This design comes from an exercise in tuning for small area on the open sky130 flow, not from production work.
Function was checked by simulation only, so behaviour that the tests miss may differ from the original.
Power is estimated from default activity; no workload was simulated.

$ cat flow/design.v
module regfile
(
    input clk,
    input rst_n,
    input cs,
    input wren,
    input[4:0] reg_addr,
    input[15:0] data_in,
    output reg [15:0] data_out
);
    reg  [15:0] reg0;
    reg  [15:0] reg1;
    reg  [15:0] reg2;
    reg  [15:0] reg3;
    reg  [15:0] reg4;
    reg  [15:0] reg5;
    wire  [1:0] byte_cs;
    assign byte_cs = 2'b11;
always @(posedge clk or negedge rst_n)
begin
    if(~rst_n) reg0<= 16'h0000;
    else
	if((cs==1'b1)&& (reg_addr==5'h00) && (wren==1'b1))  
        begin
            if(byte_cs[0]==1'b1)  reg0[7:0]<= data_in[7:0];
            if(byte_cs[1]==1'b1)  reg0[15:8]<= data_in[15:8];
	end 
end	 
always @(posedge clk or negedge rst_n)
begin
    if(~rst_n) reg1<= 16'h0000;
    else
	if((cs==1'b1)&& (reg_addr==5'h01) && (wren==1'b1))  
        begin
            if(byte_cs[0]==1'b1)  reg1[7:0]<= data_in[7:0];
            if(byte_cs[1]==1'b1)  reg1[15:8]<= data_in[15:8];
	end 
end	 
always @(posedge clk or negedge rst_n)
begin
    if(~rst_n) reg2<= 16'h0000;
    else
	if((cs==1'b1)&& (reg_addr==5'h02) && (wren==1'b1))  
        begin
            if(byte_cs[0]==1'b1)  reg2[7:0]<= data_in[7:0];
            if(byte_cs[1]==1'b1)  reg2[15:8]<= data_in[15:8];
	end 
end	
always @(posedge clk or negedge rst_n)
begin
    if(~rst_n) reg3<= 16'h0000;
    else
	if((cs==1'b1)&& (reg_addr==5'h03) && (wren==1'b1))  
        begin
            if(byte_cs[0]==1'b1)  reg3[7:0]<= data_in[7:0];
            if(byte_cs[1]==1'b1)  reg3[15:8]<= data_in[15:8];
	end 
end	
always @(posedge clk or negedge rst_n)
begin
    if(~rst_n) reg4<= 16'h0000;
    else
	if((cs==1'b1)&& (reg_addr==5'h04) && (wren==1'b1))  
        begin
            if(byte_cs[0]==1'b1)  reg4[7:0]<= data_in[7:0];
            if(byte_cs[1]==1'b1)  reg4[15:8]<= data_in[15:8];
	end 
end	
always @(posedge clk or negedge rst_n)
begin
    if(~rst_n) reg5<= 16'h0000;
    else
	if((cs==1'b1)&& (reg_addr==5'h05) && (wren==1'b1))  
        begin
            if(byte_cs[0]==1'b1)  reg5[7:0]<= data_in[7:0];
            if(byte_cs[1]==1'b1)  reg5[15:8]<= data_in[15:8];
	end 
end	
always @(posedge clk or negedge rst_n)
begin
    if(~rst_n) data_out<= 16'h0000;
    else
	if((cs==1'b1) && (wren==1'b0))
	begin
            case(reg_addr)
	 	5'h0:	data_out<= reg0;
	 	5'h1:	data_out<= reg1;
	 	5'h2:	data_out<= reg2;
	 	5'h3:	data_out<= reg3;
	 	5'h4:	data_out<= reg4;
	 	5'h5:	data_out<= reg5;
		default:data_out<= 16'h0;
	    endcase
	end
end	 
endmodule
module spi_s2p
(
   input                                  spi_clk                   ,
   input                                  rst_n                     ,
   input                                  spi_ss_n                  ,
   input                                  spi_di                    ,
   output reg                             spi_do                    ,
   output      [4            : 0]         reg_addr                  ,
   input       [15           : 0]         data_in                   ,
   output      [15           : 0]         data_out                  ,
   output reg                             cs                        ,
   output                                 wren
);
   parameter                              WIDTH_DATA    = 'd16      ;
   parameter                              WIDTH_ADDR    = 'd17      ;
   parameter                              IDLE_NUM      = 'd6       ;
   parameter                              COMMAND_NUM   = 'd1       ;
   parameter                              RST           = 'd1       ;
   reg          [14           : 0]        spi_sspsr_in              ;
   reg          [18           : 0]        spi_sspsr_out             ;
   reg          [6            : 0]        r_scl_cnt                 ;
   reg          [4            : 0]        address                   ;
   reg                                    command                   ;
   reg          [15           : 0]        wdata                     ;
   reg                                    rd_begin                  ;
   wire load_wr_rst       = r_scl_cnt   == 0                                                    ;
   wire load_command1     = r_scl_cnt   == WIDTH_ADDR                                           ;
   wire load_rd_rst       = r_scl_cnt   == WIDTH_ADDR + COMMAND_NUM + RST                       ;
   wire load_wdata1       = r_scl_cnt   == WIDTH_ADDR + COMMAND_NUM + IDLE_NUM + WIDTH_DATA - 1 ;
always @(posedge spi_clk or negedge rst_n)
begin
    if (!rst_n)
        r_scl_cnt        <= 0                                   ;
    else if (!spi_ss_n)
        r_scl_cnt        <= r_scl_cnt + 1'b1                    ;
    else
        r_scl_cnt        <= 0                                   ;
end
always @(posedge spi_clk ) begin
    if( !spi_ss_n) begin
        spi_sspsr_in     <= {spi_sspsr_in[13:0], spi_di}        ;
    end
end
always @(posedge spi_clk or negedge rst_n) begin
    if (!rst_n) begin
        cs               <= 1'b0                                ;
        rd_begin         <= 1'b0                                ;
        command          <= 1'b0                                ;
    end
    else if (!spi_ss_n) begin
        if (load_wr_rst) begin
            cs           <= 1'b0                                ;
            rd_begin     <= 1'b0                                ;
        end
        else if (load_command1) begin
            command      <= spi_di                              ;
            cs           <= 1'b1                                ;
        end
        else if (load_rd_rst && command) begin
            rd_begin     <= 1'b1                                ;
            cs           <= 1'b0                                ;
        end
    end
end
always @(posedge spi_clk ) begin
    if (!spi_ss_n && load_wr_rst) begin
    end
    else if (!spi_ss_n && load_command1) begin
        address          <= spi_sspsr_in [4:0]                  ;
    end
    else if (!spi_ss_n && load_rd_rst && command) begin
        spi_sspsr_out    <= {3'b0,data_in[15:0]}                ;
    end
    else begin
        spi_sspsr_out    <= {spi_sspsr_out [17:0],1'b0}         ;
        if (!spi_ss_n && load_wdata1) begin
        wdata            <= {spi_sspsr_in [14:0], spi_di}       ;
        end
    end
end
always @(posedge spi_clk or negedge rst_n) begin
    if (!rst_n)
        spi_do           <= 1'b0                                ;
    else if( !spi_ss_n && rd_begin) begin
        spi_do           <= spi_sspsr_out [18]                  ;
    end else
        spi_do           <= 1'b0                                ;
end
assign data_out = wdata        ;
assign wren     = !command      ;
assign reg_addr = address       ;
endmodule
module spi_regbank
(
    input  spi_clk,
    input  rst_n,
    input  spi_ss_n,
    input  spi_di,
    output spi_do
);
    wire        cs;
    wire        wren;
    wire [4:0]  reg_addr;
    wire [15:0] wr_data;
    wire [15:0] rd_data;
    regfile regfile_top
    (
        .clk(spi_clk),
        .rst_n(rst_n),
        .cs(cs),
        .wren(wren),
        .reg_addr(reg_addr),
        .data_in(wr_data),
        .data_out(rd_data)
    );
    spi_s2p spi_stp
    (
        .spi_clk  (spi_clk),
        .rst_n    (rst_n),
        .spi_ss_n (spi_ss_n),
        .spi_di   (spi_di),
        .spi_do   (spi_do),
        .reg_addr (reg_addr),
        .data_in  (rd_data),
        .data_out (wr_data),
        .cs       (cs),
        .wren     (wren)
    );
endmodule
$ cat flow/run.sh
#!/bin/bash
# synth_recipe.tcl (not shown) runs the flow's synth.tcl, then flattens the netlist and writes it again
# the make line also repeats each setting of config.mk as NAME=value (left out here)
make -C /OpenROAD-flow-scripts/flow DESIGN_CONFIG=/design/flow/config.mk WORK_HOME=/design/flow/orfs CLKGATE_MAP_FILE= SYNTH_SCRIPT=/design/flow/synth_recipe.tcl finish
$ cat flow/config.mk
export PLATFORM = sky130hd
export DESIGN_NAME = spi_regbank
export DESIGN_NICKNAME = spi_regbank
export VERILOG_FILES = /design/flow/design.v
export SDC_FILE = /design/flow/constraint.sdc
export NUM_CORES = 4
export LEC_CHECK = 0
export CAP_MARGIN = 20
export CORE_MARGIN = 2
export CORE_UTILIZATION = 40
export PLACE_DENSITY = 0.6
export SLEW_MARGIN = 20
$ cat flow/constraint.sdc
create_clock -name core_clock -period 5.0 [get_ports {spi_clk}]
set_input_delay 1.0000 -clock core_clock [delete_from_list [all_inputs] [get_ports {spi_clk}]]
set_output_delay 1.0000 -clock core_clock [all_outputs]
set_load 0.01 [all_outputs]
==> impl_metrics.py, run 1 <==
metrics = {
    "critical_path": {
        "rr_startpoint": "spi_stp.address[2]",
        "critPathArrivalTime_ps": 3510,
        "start_kind": "flop",
        "crit_required_ps": 5300,
        "reg2reg_to": "regfile_top.reg3[9]",
        "reg2reg_setup_slack_ps": 1790,
        "crit_fanout": 17,
        "crit_path_end_kind": "flop",
        "crit_type": "flop to flop",
        "r2r_cells": 4,
    },
    "floorplan": {
        "fp-row-count": 49,
        "dieArea_mm2": 0.0196,
        "pin_count": 5,
        "die_y_um": 140,
        "start_util": 0.410,
        "core_area_mm2": 0.0180,
        "fp.dieW_um": 140,
    },
    "cts": {
        "root_buffer": "clkbuf_16",
        "cts_buffers": 17,
        "clock-sinks": 178,
        "clk_path_buf_depth": 2,
        "cts.htree.levels": 4,
        "insertion_delay_ps": 420,
        "clkTransAtPathRegs_ps": 60,
        "hold_buffers": 0,
        "cts_resized": 0,
        "post_cts_buffers": 0,
        "cts_tree": "yes",
    },
    "layout": {
        "n_antenna_cell": 0,
        "nNetsFinal": 480,
        "fill_cells": 1557,
        "area_growth_pct": 11.7,
        "drive_gt1_frac": 0.354,
        "fin_area_mm2": 0.00826,
    },
    "grt": {
        "grt_pass1_wl_mm": 23.9,
        "antenna_found_initial": 0,
        "grt.total_usage": 0.161,
        "grt_overflow": 0,
        "grt_pass1_vias": 4153,
        "grt_max_degree": 57,
    },
    "placed_design": {
        "gp_congestion": 0.723,
        "pre_cts_slack_ps": 1500,
        "post-dp-hpwl_mm": 9.15,
        "port_buffers": 4,
        "placed_area_mm2": 0.00761,
    },
    "timing": {
        "setup_tns_ps": 0,
        "whs_ps": 425,
        "slew_viol_final": 0,
        "period_minus_slack_ps": 3210,
        "tightest_slew_ps": 1080,
        "setup_viol": 0,
        "fmax_mhz": 311,
        "skew_ps": 11.8,
        "slew_headroom": 0.282,
        "rsz0062_at_grt": "no",
        "final.setup.worst_slack_ps": 1790,
        "period_share": 0.642,
        "hold_viol": 0,
    },
    "routing": {
        "wl_per_cell_um": 20.5,
        "vias": 3928,
        "drt-initial-drc-count": 231,
        "via_per_inst": 5.49,
        "dr.pass1.iters": 4,
        "ant_nets": 0,
        "wirelength_mm": 14.6,
        "drc": 0,
    },
    "synthesis": {
        "synth-adder-area-share": 0.00508,
        "ys_seq_area_frac": 0.640,
        "synth_commonest_cells": "dfrtp_1 (123), mux2_2 (109), edfxtp_1 (55)",
        "yosysMostFrequentCell": "dfrtp_1",
        "yosys-top-cells-area": "dfrtp_1 (42%), edfxtp_1 (22%), mux2_2 (17%)",
        "yosysTopAreaCell": "dfrtp_1",
        "synth_nets": 477,
        "yosys_warnings": 2,
        "synth-edff-count": 55,
        "synth_top_family_by_area": "multiplexers",
        "synth_compound_area_frac": 0.0521,
        "syn_inst": 470,
        "syn_avg_cell_area_um2": 15.7,
        "dominantRegCellSynth": "dfrtp_1",
        "async_flop_share": 0.691,
        "synth_top_cell_area_share": 0.416,
        "ys_types": 43,
        "synth_simple_gate_area_frac": 0.0479,
        "synth_xor_area_frac": 0.00355,
        "synth_area_mm2": 0.00739,
        "yosys_register_bits": 178,
        "muxShareOfSynthArea": 0.229,
    },
    "power_and_ir_drop": {
        "p_total_w": 0.00310,
        "switching_power_w": 0.000610,
        "power_frac_comb": 0.024,
        "power_density_mw_per_mm2": 375,
        "leakage_nw": 3.72,
        "internal_power_w": 0.00249,
        "vdd_drop_max_v": 0.000215,
        "sw_frac_of_total": 0.197,
        "seqPwrFrac": 0.509,
        "p_clk_frac": 0.467,
    },
    "hold_path": {
        "holdPathEnd": "spi_stp.wdata[15]",
        "hold_depth": 0,
        "hp-class": "flop to flop",
        "min-delay-start": "spi_stp.spi_sspsr_in[14]",
    },
    "outcome": {
        "outcome": "complete, no violations",
    },
    "flow_run": {
        "drv_cap": 0,
    },
}
worst max-delay path by stage:
stage                            start                        to  slack [ps]  depth (start not counted)
finish              spi_stp.address[2]       regfile_top.reg3[9]        1790                          4
global placement              spi_ss_n  spi_stp.spi_sspsr_out[4]        1590                          4
detailed placement            spi_ss_n  spi_stp.spi_sspsr_out[4]        1500                          4
global route        spi_stp.address[2]       regfile_top.reg3[9]        1640                          4
CTS                 spi_stp.address[2]       regfile_top.reg3[9]        1790                          4
floorplan                     spi_ss_n          spi_stp.wdata[0]        2330                          3
cell type report:
type / instances / area (um2) / area share
clock buffers: 18 / 439 / 0.0532
clock inverters: 14 / 209 / 0.0253
inverters: 5 / 18.8 / 0.00227
multi-input cells: 261 / 2490 / 0.302
flip-flops and latches: 178 / 4730 / 0.573
well taps: 229 / 287 / 0.0347
repair buffers: 10 / 82.6 / 0.0100
registers in the layout, indices dropped and copies added (netlist names), 5 cells and up:
register and count:
spi_stp.spi_sspsr_in 15, regfile_top.data_out 16, regfile_top.reg5 16, spi_stp.wdata 16, regfile_top.reg4 16, regfile_top.reg0 16, spi_stp.spi_sspsr_out 19, regfile_top.reg1 16
regfile_top.reg3 16, spi_stp.r_scl_cnt 7, spi_stp.address 5, regfile_top.reg2 16
cell usage in the layout (no fill, tap or decap), types with 3 or more instances in the layout:
| cell type | instances |
|---|---|
| nor2_1 | 14 |
| bufinv_16 | 5 |
| dfrtp_1 | 123 |
| nor2b_1 | 3 |
| a22o_1 | 7 |
| edfxtp_1 | 55 |
| a22oi_1 | 5 |
| o22ai_1 | 5 |
| mux2_4 | 10 |
| a221oi_1 | 7 |
| and2_1 | 5 |
| nand2_1 | 15 |
| clkbuf_16 | 17 |
| a21oi_1 | 12 |
| inv_1 | 5 |
| o21ai_0 | 13 |
| clkdlybuf4s50_1 | 3 |
| nand3_1 | 4 |
| mux4_2 | 9 |
| buf_4 | 7 |
| clkinvlp_4 | 3 |
| a2bb2oi_1 | 4 |
| ha_1 | 3 |
| mux2_2 | 109 |
| mux2i_1 | 11 |
worst max-delay path, stage by stage, from the launching register on:
cell and delay (ps):
edfxtp_1 670, nor3_4 730, and3b_1 350, and3_1 910, mux2_2 420
metal layers:
layer	vias to the layer above	track usage	part of all wire
li1	1752	-	-
met1	2096	0.215	0.46
met2	69	0.260	0.49
met3	11	0.0417	0.031
met4	0	0.0511	0.013
met5	-	0	0
per-stage QoR:
step | utilization | std cells
global route | 0.458 | 715
global placement | 0.422 | 683
detailed placement | 0.422 | 683
CTS | 0.458 | 715
floorplan | - | 470
finish | 0.458 | 715
power by group through the flow:
stage               logic (W)  clock network (W)  registers [W]
floorplan           0.0000423                  0        0.00160
global placement    0.0000726                  0        0.00161
detailed placement  0.0000765                  0        0.00161
CTS                 0.0000764            0.00148        0.00158
global route        0.0000845            0.00154        0.00158
finish              0.0000734            0.00145        0.00158
cells by family (layout without fill, tap and decap cells):
family,count (synthesis),count (layout)
adders and majority gates,3,3
DFF,178,178
xor gates and xnor gates,3,3
muxes,139,139
and+or+nand+nor,59,59
buffers and inverters,31,47
AOI/OAI and AO/OA,57,57
==> run 2: changes to the inputs <==
==> flow/design.v (replaced) <==
module spi_regbank
(
    input  spi_clk,
    input  rst_n,
    input  spi_ss_n,
    input  spi_di,
    output spi_do
);
    localparam [5:0] CNT_OFS = 6'd8;
    reg  [5:0]  cnt;
    reg  [5:0]  hdr;           
    reg  [5:0]  valid;
    reg  [15:0] r0, r1, r2, r3, r4, r5;
    always @(posedge spi_clk or negedge rst_n)
        if (!rst_n)        cnt <= CNT_OFS;
        else if (spi_ss_n) cnt <= CNT_OFS;
        else               cnt <= cnt + 6'd1;
    wire data_ph = (cnt >= CNT_OFS + 6'd24) && (cnt <= CNT_OFS + 6'd39);
    wire hdr_ph  = (cnt <= CNT_OFS + 6'd17);
    always @(posedge spi_clk)
        if (hdr_ph) hdr <= {hdr[4:0], spi_di};
    wire [4:0] addr = hdr[5:1];
    wire       rd   = hdr[0];
    wire [5:0] sel;
    assign sel[0] = (addr == 5'd0);
    assign sel[1] = (addr == 5'd1);
    assign sel[2] = (addr == 5'd2);
    assign sel[3] = (addr == 5'd3);
    assign sel[4] = (addr == 5'd4);
    assign sel[5] = (addr == 5'd5);
    wire [5:0] top = {r5[15], r4[15], r3[15], r2[15], r1[15], r0[15]};
    wire       rbit = |(sel & valid & top);
    wire       d0   = rd ? rbit : spi_di;
    assign spi_do = data_ph & rd & rbit;
    always @(posedge spi_clk or negedge rst_n)
        if (!rst_n) valid <= 6'd0;
        else if (data_ph && !rd) valid <= valid | sel;
    always @(posedge spi_clk) if (data_ph && sel[0]) r0 <= {r0[14:0], d0};
    always @(posedge spi_clk) if (data_ph && sel[1]) r1 <= {r1[14:0], d0};
    always @(posedge spi_clk) if (data_ph && sel[2]) r2 <= {r2[14:0], d0};
    always @(posedge spi_clk) if (data_ph && sel[3]) r3 <= {r3[14:0], d0};
    always @(posedge spi_clk) if (data_ph && sel[4]) r4 <= {r4[14:0], d0};
    always @(posedge spi_clk) if (data_ph && sel[5]) r5 <= {r5[14:0], d0};
endmodule
--- a/flow/config.mk
+++ b/flow/config.mk
@@ -8,5 +8,6 @@
 export CAP_MARGIN = 20
 export CORE_MARGIN = 2
 export CORE_UTILIZATION = 40
+export CTS_BUF_LIST = sky130_fd_sc_hd__clkbuf_2 sky130_fd_sc_hd__clkbuf_4
 export PLACE_DENSITY = 0.6
 export SLEW_MARGIN = 20
==> impl_metrics.py, run 2 <==
metrics = {
    "synthesis": {
        "synth_xor_area_frac": 0.00691,
        "synth_area_mm2": 0.00380,
        "synth_compound_area_frac": 0.0309,
        "yosys-top-cells-area": "edfxtp_1 (81%), dfrtp_1 (7.2%), nor4b_4 (1.3%)",
        "synth_commonest_cells": "edfxtp_1 (102), dfrtp_1 (11), nor2_1 (5), nor3_1 (5)",
        "synth_nets": 180,
        "synth_top_cell_area_share": 0.806,
        "ys_seq_area_frac": 0.885,
        "synth-adder-area-share": 0.00987,
        "yosysTopAreaCell": "edfxtp_1",
        "async_flop_share": 0.105,
        "synth_simple_gate_area_frac": 0.0606,
        "yosys_warnings": 1,
        "dominantRegCellSynth": "edfxtp_1",
        "syn_avg_cell_area_um2": 22.0,
        "yosys_register_bits": 114,
        "syn_inst": 173,
        "muxShareOfSynthArea": 0,
        "synth_top_family_by_area": "simple AND/OR/NAND/NOR gates",
        "synth-edff-count": 102,
        "yosysMostFrequentCell": "edfxtp_1",
        "ys_types": 30,
    },
    "critical_path": {
        "crit_required_ps": 4000,
        "critPathArrivalTime_ps": 2430,
        "crit_fanout": 11,
        "start_kind": "flop",
        "crit_type": "flop to output pin",
        "crit_path_end_kind": "output pin",
    },
    "timing": {
        "setup_viol": 0,
        "tightest_slew_ps": 842,
        "slew_viol_final": 0,
        "whs_ps": 421,
        "fmax_mhz": 292,
        "period_share": 0.686,
        "hold_viol": 0,
        "skew_ps": 10.4,
        "slew_headroom": 0.431,
        "period_minus_slack_ps": 3430,
        "rsz0062_at_grt": "no",
        "setup_tns_ps": 0,
    },
    "floorplan": {
        "start_util": 0.411,
        "fp-row-count": 35,
        "fp.dieW_um": 101,
        "core_area_mm2": 0.00924,
        "dieArea_mm2": 0.0103,
        "die_y_um": 101,
        "pin_count": 5,
    },
    "grt": {
        "top_usage_layer": "met1",
        "grt_util_met1": 0.140,
        "grt.total_usage": 0.106,
        "grt_max_degree": 17,
        "grt_overflow": 0,
        "grt_pass1_vias": 1519,
        "antenna_found_initial": 0,
        "grt_util_met3": 0.0663,
        "met2_usage": 0.136,
        "grt_pass1_wl_mm": 7.56,
    },
    "cts": {
        "cts.htree.levels": 4,
        "cts_tree": "yes",
        "root_buffer": "clkbuf_4",
        "clock-sinks": 114,
        "clk_path_buf_depth": 2,
        "hold_buffers": 0,
        "cts_resized": 0,
        "insertion_delay_ps": 490,
        "cts_buffers": 17,
        "post_cts_buffers": 0,
        "clkTransAtPathRegs_ps": 100,
    },
    "outcome": {
        "outcome": "complete, no violations",
    },
    "hold_path": {
        "hp-class": "flop to flop",
    },
    "layout": {
        "n_antenna_cell": 0,
        "drive_gt1_frac": 0.209,
        "regArea_mm2": 0.00336,
        "post-route-util": 0.465,
        "multi_input_area_um2": 465,
        "area_growth_pct": 13.0,
        "fill_cells": 768,
        "nNetsFinal": 201,
        "layout.cells.non_filler": 335,
        "final_common_cell": "edfxtp_1",
        "layout_common_cells": "edfxtp_1 (102), clkbuf_4 (17), dfrtp_1 (11)",
    },
    "placed_design": {
        "place_inst": 304,
        "post-dp-hpwl_mm": 2.77,
        "gp_congestion": 0.778,
        "port_buffers": 4,
    },
    "flow_run": {
        "drv_cap": 0,
    },
    "routing": {
        "dr.pass1.iters": 4,
        "drc": 0,
        "drt-initial-drc-count": 73,
        "wl_per_cell_um": 14.2,
        "wirelength_mm": 4.77,
        "via_per_inst": 4.60,
        "ant_nets": 0,
        "vias": 1541,
    },
    "power_and_ir_drop": {
        "power_density_mw_per_mm2": 387,
        "p_total_w": 0.00166,
        "leakage_nw": 1.43,
        "vdd_drop_max_v": 0.000221,
    },
}
-- run 2: area by class of cell --
class | instances | share of cell area
repair buffers | 4 | 0.00932
flip-flops and latches | 114 | 0.783
clock buffers | 17 | 0.0297
well taps | 129 | 0.0376
clock inverters | 14 | 0.0285
inverters | 4 | 0.00349
multi-input cells | 53 | 0.108
-- run 2: where the power goes --
group | internal [W] | total (W) | switching, W
Clock | 0.000282 | 0.000603 | 0.000321
Combinational | 0.00000891 | 0.0000199 | 0.0000110
Sequential | 0.00103 | 0.00104 | 0.00000973
-- run 2: per-stage QoR --
stage	worst slack, ps	area (um2)
after detailed placement	2150	4010
after global placement	2150	4010
after floorplan	2580	3800
final	1570	4300
after global routing	1410	4300
after CTS	1580	4260
-- run 2: final timing paths --
kind / from / end / slack (ps) / cells after the start
min: r0[4] / r0[5] / 420 / 0
max reg2reg: hdr[3] / r3[0] / 2810 / 3
min in group asynchronous: rst_n / valid[5] / 880 / 1
max: hdr[3] / spi_do / 1570 / 4
max in group asynchronous: rst_n / cnt[4] / 3720 / 1
min reg2reg: r0[4] / r0[5] / 420 / 0
-- run 2: per-layer routing --
layer  vias up  wire [um]
met4         0         38
met5         -          0
li1        725          -
met1       790       2440
met3         4        218
met2        22       2080
-- run 2: logic make-up (layout without fill, tap and decap cells) --
| logic type | after synthesis | count (layout) |
|---|---|---|
| AOI/OAI and AO/OA | 15 | 15 |
| xor gates and xnor gates | 3 | 3 |
| adders and majority gates | 3 | 3 |
| buffers and inverters | 6 | 39 |
| DFF | 114 | 114 |
| and+or+nand+nor | 32 | 32 |
-- run 2: worst max-delay path, stage by stage (launching register included) --
cell and delay (ps):
edfxtp_1 600, nor4b_4 410, o21ai_2 130, a311oi_2 240
clkdlybuf4s50_1 570
==> run 3: changes to the inputs <==
--- a/flow/config.mk
+++ b/flow/config.mk
@@ -8,6 +8,5 @@
 export CAP_MARGIN = 20
 export CORE_MARGIN = 2
 export CORE_UTILIZATION = 40
-export CTS_BUF_LIST = sky130_fd_sc_hd__clkbuf_2 sky130_fd_sc_hd__clkbuf_4
 export PLACE_DENSITY = 0.6
 export SLEW_MARGIN = 20
==> impl_metrics.py, run 3 <==
metrics = {
    "outcome": {
        "outcome": "complete, no violations",
    },
    "floorplan": {
        "fp.dieW_um": 101,
        "pin_count": 5,
        "dieArea_mm2": 0.0103,
        "start_util": 0.411,
        "core_area_mm2": 0.00924,
        "fp-row-count": 35,
        "die_y_um": 101,
    },
    "synthesis": {
        "yosysTopAreaCell": "edfxtp_1",
        "synth_compound_area_frac": 0.0309,
        "synth_nets": 180,
        "synth_top_cell_area_share": 0.806,
        "syn_inst": 173,
        "synth_area_mm2": 0.00380,
        "synth-edff-count": 102,
        "synth-adder-area-share": 0.00987,
        "async_flop_share": 0.105,
        "yosysMostFrequentCell": "edfxtp_1",
        "synth_simple_gate_area_frac": 0.0606,
        "synth_xor_area_frac": 0.00691,
        "muxShareOfSynthArea": 0,
        "yosys_register_bits": 114,
        "synth_top_family_by_area": "simple AND/OR/NAND/NOR gates",
        "yosys-top-cells-area": "edfxtp_1 (81%), dfrtp_1 (7.2%), nor4b_4 (1.3%)",
        "ys_seq_area_frac": 0.885,
        "yosys_warnings": 1,
        "syn_avg_cell_area_um2": 22.0,
        "synth_commonest_cells": "edfxtp_1 (102), dfrtp_1 (11), nor2_1 (5), nor3_1 (5)",
        "dominantRegCellSynth": "edfxtp_1",
        "ys_types": 30,
    },
    "critical_path": {
        "cp_slowest_cell": "edfxtp_1",
        "start_kind": "flop",
        "critPathTopFamily": "flip-flops",
        "critPathMaxStageDelay_ps": 590,
        "worstSetupStartpoint": "hdr[3]",
        "crit_required_ps": 4000,
        "crit_fanout": 11,
        "crit_path_end_kind": "output pin",
        "worst-path-buf-inv": 1,
        "path_cells": "nor4b_4 > o21ai_2 > a311oi_2 > clkdlybuf4s50_1",
        "rr_startpoint": "hdr[3]",
        "critPathArrivalTime_ps": 2430,
        "crit_type": "flop to output pin",
    },
    "layout": {
        "area_growth_pct": 20.6,
        "nNetsFinal": 201,
        "n_antenna_cell": 0,
        "drive_gt1_frac": 0.209,
        "final_common_cell": "edfxtp_1",
        "layout_common_cells": "edfxtp_1 (102), clkbuf_16 (16), dfrtp_1 (11)",
    },
    "cts": {
        "post_cts_buffers": 0,
        "cts_tree": "yes",
        "cts.htree.levels": 4,
        "cts_buffers": 17,
        "hold_buffers": 0,
        "insertion_delay_ps": 500,
        "cts_resized": 0,
        "root_buffer": "clkbuf_8",
        "clkTransAtPathRegs_ps": 60,
        "clk_path_buf_depth": 2,
        "clock-sinks": 114,
    },
    "timing": {
        "skew_ps": 6.54,
        "period_minus_slack_ps": 3430,
        "slew_headroom": 0.443,
        "slew_viol_final": 0,
        "rsz0062_at_grt": "no",
        "period_share": 0.685,
        "final.setup.worst_slack_ps": 1570,
        "fmax_mhz": 292,
        "setup_viol": 0,
        "tightest_slew_ps": 825,
        "setup_tns_ps": 0,
        "hold_viol": 0,
    },
    "flow_run": {
        "drv_cap": 0,
    },
    "grt": {
        "grt_overflow": 0,
        "grt.total_usage": 0.108,
        "grt_pass1_vias": 1543,
        "grt_pass1_wl_mm": 7.73,
        "grt_max_degree": 17,
        "antenna_found_initial": 0,
    },
    "power_and_ir_drop": {
        "power_density_mw_per_mm2": 466,
        "p_total_w": 0.00214,
        "leakage_nw": 1.55,
        "vdd_drop_max_v": 0.000281,
    },
    "routing": {
        "via_per_inst": 4.57,
        "drc": 0,
        "ant_nets": 0,
        "wirelength_mm": 4.80,
        "vias": 1531,
        "wl_per_cell_um": 14.3,
        "drt-initial-drc-count": 86,
        "dr.pass1.iters": 4,
    },
    "hold_path": {
        "hp-class": "flop to flop",
        "min-delay-start": "r0[4]",
    },
    "placed_design": {
        "pre_cts_slack_ps": 2150,
        "post-dp-hpwl_mm": 2.77,
        "gp_congestion": 0.778,
        "port_buffers": 4,
    },
}
[run 3: path summary, 6_finish.rpt]
check                           endpoint  slack [ps]  depth (start not counted)
worst min-delay path               r0[5]         410                          0
max in group asynchronous         cnt[2]        3740                          1
worst max register to register     r3[0]        2840                          3
worst max-delay path              spi_do        1570                          4
worst min register to register     r0[5]         410                          0
min in group asynchronous       valid[3]         880                          1
[run 3: kinds of logic (layout without fill, tap and decap cells)]
family / Yosys count / count (layout)
XOR/XNOR: 3 / 3
adder cells (fa/ha/maj): 3 / 3
buffers and inverters: 6 / 39
AND/OR/NAND/NOR: 32 / 32
AO/OA/AOI/OAI: 15 / 15
flip-flops: 114 / 114
[run 3: layout make-up]
cell class	count	area, um2
clock buffer	17	414
clock inverter	14	123
fill	732	4660
inverter	4	15.0
multi-input combinational	53	465
sequential	114	3360
tap	129	161
timing repair buffer	4	40.0
[run 3: stage by stage]
stage	instances	utilization	hold slack, ps	area (um2)
2_1_floorplan	173	-	400	3800
3_3_place_gp	304	0.434	401	4010
3_5_place_dp	304	0.434	405	4010
4_1_cts	335	0.492	414	4550
5_1_grt	335	0.496	419	4580
6_report	335	0.496	412	4580
[run 3: report_power, final]
group | internal (W) | switching, W | total (W)
combinational | 0.00000891 | 0.0000109 | 0.0000198
sequential | 0.00103 | 0.00000974 | 0.00104
clock | 0.000690 | 0.000384 | 0.00107
total | 0.00173 | 0.000404 | 0.00214
[run 3: routing by layer]
layer	wire length [um]	track usage	vias up
li1	-	-	723
met1	2510	0.143	782
met2	2050	0.138	19
met3	175	0.0518	7
met4	62	0.0748	0
met5	0	0	-
[run 3: worst register-to-register path: stages (launching register included)]
cell and delay, ps:
edfxtp_1 590, nor4b_4 410, o21ai_2 130, a41oi_1 720
==> run 4: changes to the inputs <==
--- a/flow/config.mk
+++ b/flow/config.mk
@@ -5,8 +5,12 @@
 export SDC_FILE = /design/flow/constraint.sdc
 export NUM_CORES = 4
 export LEC_CHECK = 0
+export ABC_AREA = 1
 export CAP_MARGIN = 20
 export CORE_MARGIN = 2
 export CORE_UTILIZATION = 40
+export CTS_BUF_LIST = sky130_fd_sc_hd__clkbuf_4
+export CTS_CLUSTER_DIAMETER = 100
+export CTS_CLUSTER_SIZE = 30
 export PLACE_DENSITY = 0.6
 export SLEW_MARGIN = 20
==> impl_metrics.py, run 4 <==
metrics = {
    "outcome": {
        "outcome": "complete, no violations",
    },
    "placed_design": {
        "gp_congestion": 0.810,
        "placed_area_mm2": 0.00397,
        "port_buffers": 4,
        "post-dp-hpwl_mm": 2.65,
    },
    "routing": {
        "ant_nets": 0,
        "wirelength_mm": 4.64,
        "wl_per_cell_um": 13.4,
        "via_per_inst": 4.66,
        "drc": 0,
        "drt-initial-drc-count": 57,
        "vias": 1612,
        "dr.pass1.iters": 4,
    },
    "floorplan": {
        "fp-row-count": 35,
        "core_area_mm2": 0.00920,
        "start_util": 0.410,
        "pin_count": 5,
        "die_y_um": 101,
        "dieArea_mm2": 0.0102,
        "fp.dieW_um": 101,
    },
    "timing": {
        "fmax_mhz": 311,
        "slew_viol_final": 0,
        "skew_ps": 16.1,
        "rsz0062_at_grt": "no",
        "period_minus_slack_ps": 3210,
        "whs_ps": 409,
        "hold_viol": 0,
        "setup_tns_ps": 0,
        "period_share": 0.643,
        "setup_viol": 0,
        "tightest_slew_ps": 783,
        "slew_headroom": 0.478,
    },
    "synthesis": {
        "yosysMostFrequentCell": "edfxtp_1",
        "synth_nets": 204,
        "yosys_register_bits": 114,
        "syn_avg_cell_area_um2": 19.2,
        "dominantRegCellSynth": "edfxtp_1",
        "yosys_warnings": 1,
        "ys_types": 17,
        "yosysTopAreaCell": "edfxtp_1",
        "synth-edff-count": 102,
        "synth_xor_area_frac": 0,
        "synth_top_cell_area_share": 0.812,
        "muxShareOfSynthArea": 0,
        "synth_compound_area_frac": 0.0272,
        "synth_simple_gate_area_frac": 0.0564,
        "async_flop_share": 0.105,
        "yosys-top-cells-area": "edfxtp_1 (81%), dfrtp_1 (7.3%), nand2_1 (1.7%)",
        "syn_inst": 197,
        "synth_commonest_cells": "edfxtp_1 (102), nand2_1 (17), nor2_1 (17)",
        "synth_area_mm2": 0.00377,
        "synth_top_family_by_area": "simple AND/OR/NAND/NOR gates",
        "synth-adder-area-share": 0.00995,
        "ys_seq_area_frac": 0.892,
    },
    "critical_path": {
        "reg2reg_setup_slack_ps": 3110,
        "crit_type": "flop to output pin",
        "rr_startpoint": "hdr[4]",
        "worst-path-buf-inv": 1,
        "critPathMaxStageDelay_ps": 550,
        "cp_slowest_cell": "clkdlybuf4s50_1",
        "r2r_cells": 3,
        "crit_required_ps": 4000,
        "path_cells": "nor2_1 > nand3_1 > nor2_1 > nor2_1 > a21oi_1 > clkdlybuf4s50_1",
        "critPathTopFamily": "simple AND/OR/NAND/NOR gates",
        "crit_path_end_kind": "output pin",
        "worst_path_most_repeated_cell": "nor2_1",
        "reg2reg_to": "r0[3]",
        "start_kind": "flop",
        "critPathArrivalTime_ps": 2210,
        "crit_fanout": 6,
    },
    "grt": {
        "grt_pass1_wl_mm": 7.65,
        "antenna_found_initial": 0,
        "grt_overflow": 0,
        "grt.total_usage": 0.104,
        "grt_pass1_vias": 1552,
        "grt_max_degree": 17,
    },
    "cts": {
        "post_cts_buffers": 0,
        "cts_buffers": 17,
        "insertion_delay_ps": 490,
        "cts_tree": "yes",
        "clk_path_buf_depth": 2,
        "root_buffer": "clkbuf_4",
        "clkTransAtPathRegs_ps": 110,
        "cts.htree.levels": 4,
        "clock-sinks": 114,
        "cts_resized": 0,
        "hold_buffers": 0,
    },
    "layout": {
        "fill_cells": 775,
        "n_antenna_cell": 0,
        "layout_common_cells": "edfxtp_1 (102), clkbuf_4 (20), nand2_1 (17)",
        "area_growth_pct": 13.8,
        "multi_input_area_um2": 363,
        "final_common_cell": "edfxtp_1",
        "regArea_mm2": 0.00336,
        "drive_gt1_frac": 0.179,
        "nNetsFinal": 229,
        "fin_area_mm2": 0.00429,
        "post-route-util": 0.467,
    },
    "power_and_ir_drop": {
        "p_total_w": 0.00179,
        "leakage_nw": 1.47,
        "vdd_drop_max_v": 0.000222,
        "power_density_mw_per_mm2": 416,
    },
    "hold_path": {
        "hold_depth": 0,
        "holdPathEnd": "r2[6]",
        "hp-class": "flop to flop",
        "min-delay-start": "r2[5]",
    },
    "flow_run": {
        "drv_cap": 0,
    },
}
run 4: cells by family after synthesis:
family	count (synthesis)
DFF	114
AOI/OAI and AO/OA	16
and+or+nand+nor	49
adders and majority gates	3
buffers and inverters	15
run 4: where the power goes:
| group | switching, W | internal, W |
|---|---|---|
| sequential | 0.00000574 | 0.00103 |
| clock | 0.000327 | 0.000408 |
| combinational | 0.0000116 | 0.00000654 |
run 4: routing by layer:
layer	wire length, um	global-route usage
met1	2500	0.145
met2	1860	0.129
met3	198	0.0455
met4	80	0.0686
met5	0	0
run 4: worst reg2reg max path, delay by kind of cell, from the launching register on:
kind,cells,cell delay [ps]
simple gates,3,1070
flops,1,440
run 4: layout make-up:
class,count,share of cell area
Sequential cell,114,0.784
Multi-Input combinational cell,68,0.0845
Clock inverter,12,0.0388
Clock buffer,20,0.0350
Tap cell,111,0.0323
Inverter,15,0.0131
Timing Repair Buffer,6,0.0128
run 4: worst max-delay path by stage:
stage	startpoint	end	slack (ps)	depth (start not counted)
after detailed placement	hdr[2]	spi_do	2310	6
after CTS	hdr[2]	spi_do	1750	6
after floorplan	hdr[2]	spi_do	2890	5
after global routing	hdr[2]	spi_do	1590	6
after global placement	hdr[2]	spi_do	2370	6
final	hdr[2]	spi_do	1790	6
run 4: stage by stage:
step	worst slack, ps	std cells
after floorplan	2890	197
after global placement	2370	313
after detailed placement	2310	314
after CTS	1750	346
after global routing	1590	346
final	1790	346
==> run 5: changes to the inputs <==
--- a/flow/config.mk
+++ b/flow/config.mk
@@ -9,8 +9,8 @@
 export CAP_MARGIN = 20
 export CORE_MARGIN = 2
 export CORE_UTILIZATION = 40
-export CTS_BUF_LIST = sky130_fd_sc_hd__clkbuf_4
-export CTS_CLUSTER_DIAMETER = 100
-export CTS_CLUSTER_SIZE = 30
+export CTS_BUF_LIST = sky130_fd_sc_hd__clkbuf_8
+export CTS_CLUSTER_DIAMETER = 200
+export CTS_CLUSTER_SIZE = 50
 export PLACE_DENSITY = 0.6
 export SLEW_MARGIN = 20
==> impl_metrics.py, run 5 <==
metrics = {
    "outcome": {
        "outcome": "complete, no violations",
    },
    "timing": {
        "rsz0062_at_grt": "no",
        "fmax_mhz": 320,
        "slew_headroom": 0.472,
        "hold_viol": 0,
        "final.setup.worst_slack_ps": 1870,
        "skew_ps": 13.1,
        "period_minus_slack_ps": 3130,
        "tightest_slew_ps": 791,
        "slew_viol_final": 0,
        "setup_tns_ps": 0,
        "period_share": 0.626,
        "setup_viol": 0,
    },
    "critical_path": {
        "worst_path_most_repeated_cell": "nor2_1",
        "critPathMaxStageDelay_ps": 550,
        "crit_required_ps": 4000,
        "rr_startpoint": "hdr[4]",
        "reg2reg_setup_slack_ps": 3110,
        "worstSetupStartpoint": "hdr[2]",
        "cp_slowest_cell": "clkdlybuf4s50_1",
        "path_cells": "nor2_1 > nand3_1 > nor2_1 > nor2_1 > a21oi_1 > clkdlybuf4s50_1",
        "start_kind": "flop",
        "crit_path_end_kind": "output pin",
        "crit_fanout": 6,
        "crit_type": "flop to output pin",
        "critPathArrivalTime_ps": 2130,
    },
    "floorplan": {
        "fp-row-count": 35,
        "dieArea_mm2": 0.0102,
        "core_area_mm2": 0.00920,
        "start_util": 0.410,
        "pin_count": 5,
        "die_y_um": 101,
        "fp.dieW_um": 101,
    },
    "synthesis": {
        "yosys-top-cells-area": "edfxtp_1 (81%), dfrtp_1 (7.3%), nand2_1 (1.7%)",
        "syn_inst": 197,
        "synth-edff-count": 102,
        "synth_top_cell_area_share": 0.812,
        "synth_area_mm2": 0.00377,
        "syn_avg_cell_area_um2": 19.2,
        "synth_nets": 204,
        "ys_seq_area_frac": 0.892,
        "yosysTopAreaCell": "edfxtp_1",
        "yosysMostFrequentCell": "edfxtp_1",
        "dominantRegCellSynth": "edfxtp_1",
        "yosys_warnings": 1,
        "synth_commonest_cells": "edfxtp_1 (102), nand2_1 (17), nor2_1 (17)",
        "ys_types": 17,
        "yosys_register_bits": 114,
        "async_flop_share": 0.105,
    },
    "layout": {
        "multi_input_area_um2": 363,
        "drive_gt1_frac": 0.179,
        "nNetsFinal": 229,
        "n_antenna_cell": 0,
        "area_growth_pct": 17.1,
        "regArea_mm2": 0.00336,
        "fill_cells": 764,
        "layout_common_cells": "edfxtp_1 (102), clkbuf_8 (20), inv_1 (17), nand2_1 (17), nor2_1 (13)",
        "final_common_cell": "edfxtp_1",
    },
    "cts": {
        "insertion_delay_ps": 420,
        "root_buffer": "clkbuf_8",
        "hold_buffers": 0,
        "cts_buffers": 17,
        "clkTransAtPathRegs_ps": 70,
        "post_cts_buffers": 0,
        "cts_resized": 0,
        "cts_tree": "yes",
        "clock-sinks": 114,
        "cts.htree.levels": 4,
        "clk_path_buf_depth": 2,
    },
    "flow_run": {
        "drv_cap": 0,
    },
    "routing": {
        "via_per_inst": 4.66,
        "wirelength_mm": 4.67,
        "vias": 1612,
        "dr.pass1.iters": 4,
        "ant_nets": 0,
        "drc": 0,
        "drt-initial-drc-count": 89,
        "wl_per_cell_um": 13.5,
    },
    "power_and_ir_drop": {
        "leakage_nw": 1.54,
        "power_density_mw_per_mm2": 448,
        "vdd_drop_max_v": 0.000248,
    },
    "grt": {
        "grt_pass1_vias": 1561,
        "grt_pass1_wl_mm": 7.80,
        "grt_overflow": 0,
        "grt_max_degree": 17,
        "antenna_found_initial": 0,
        "grt.total_usage": 0.106,
    },
    "placed_design": {
        "post-dp-hpwl_mm": 2.65,
        "pre_cts_slack_ps": 2310,
        "gp_congestion": 0.810,
        "port_buffers": 4,
    },
    "hold_path": {
        "hp-class": "flop to flop",
        "min-delay-start": "r2[5]",
    },
}
## run 5: cell count changes in the layout (fill, tap and decap cells not counted), sizes merged
cell	before	now
inv	15	18
clkinv	4	1
## run 5: where the power goes
part	internal [W]	switching (W)
combinational	0.00000654	0.0000115
clock	0.000577	0.000351
sequential	0.00103	0.00000568
## run 5: cells by family (layout without fill, tap and decap cells)
family                   Yosys count  in the layout  share of synthesized area
buffers and inverters             15             53                     0.0149
AND/OR/NAND/NOR                   49             49                     0.0564
flip-flops                       114            114                      0.892
adder cells (fa/ha/maj)            3              3                    0.00995
AO/OA/AOI/OAI                     16             16                     0.0272
## run 5: worst paths after layout
path                            end  depth (start not counted)
max in group asynchronous  valid[4]                          1
hold / removal                r2[6]                          0
min in group asynchronous    cnt[0]                          1
setup / recovery             spi_do                          6
setup reg to reg              r0[0]                          3
hold reg to reg               r2[6]                          0
## run 5: routing by layer
metal / vias to the layer above / GRT usage / share of wire
met3: 4 / 0.0559 / 0.044
met4: 0 / 0.0655 / 0.0094
met5: - / 0 / 0
met2: 20 / 0.131 / 0.42
met1: 811 / 0.146 / 0.53
li1: 777 / - / -
## run 5: stage by stage
stage                     power, W  utilization  instance area [um2]  hold WS, ps  cells
final                      0.00198        0.481                 4420          405    346
after detailed placement   0.00107        0.432                 3970          405    314
after floorplan            0.00106            -                 3770          400    197
after global routing       0.00205        0.481                 4420          409    346
after CTS                  0.00201        0.480                 4410          407    346
after global placement     0.00107        0.431                 3960          402    313
## run 5: final cells by class
| cell class | instances | area share |
|---|---|---|
| timing repair buffer | 6 | 0.0125 |
| clock buffer | 20 | 0.0623 |
| sequential | 114 | 0.761 |
| inverter | 15 | 0.0127 |
| clock inverter | 12 | 0.0377 |
| multi-input combinational | 68 | 0.0821 |
| tap | 111 | 0.0314 |
## run 5: critical path, delay by kind of cell, from the launching register on
| family | cells | cell delay [ps] |
|---|---|---|
| AND/OR/NAND/NOR | 4 | 560 |
| buffers and inverters | 1 | 550 |
| AO/OA/AOI/OAI | 1 | 140 |
| flip-flops | 1 | 470 |

## afterwards: timing with drivers on the ports
Ports are ideal in the flow. The routed layouts listed here were re-timed in OpenROAD. Step 1: set_driving_cell puts a clkbuf_16 on spi_clk and a buf_2 on each other input, an assumption about the parent block. Step 2 moves the port delays by t, midway between the first and last clock arrival at a register: inputs arrive t later, outputs are due t later. That takes back most of the time a late clock gives input paths. a / b / c = ideal ports / drivers / drivers and shift; a / b = the first two.
run	shift t [ns]	setup slack, ns	worst setup path at the end	worst data-port slew with drivers (ns)	cell pins on the clock port's net
run 1	0.461	1.789 / 1.789 / 1.525	input to register	0.03	1
run 2	0.511	1.570 / 1.543 / 2.054	register to output	0.03	1
run 3	0.530	1.574 / 1.545 / 2.075	register to output	0.03	1
run 4	0.510	1.787 / 1.759 / 2.269	register to output	0.03	1
run 5	0.441	1.872 / 1.843 / 2.283	register to output	0.03	1
After both steps every run listed still meets setup and hold. For run 1, which loses most, drivers alone change the setup slack by 0.000 ns; drivers and shift together by -0.264 ns.
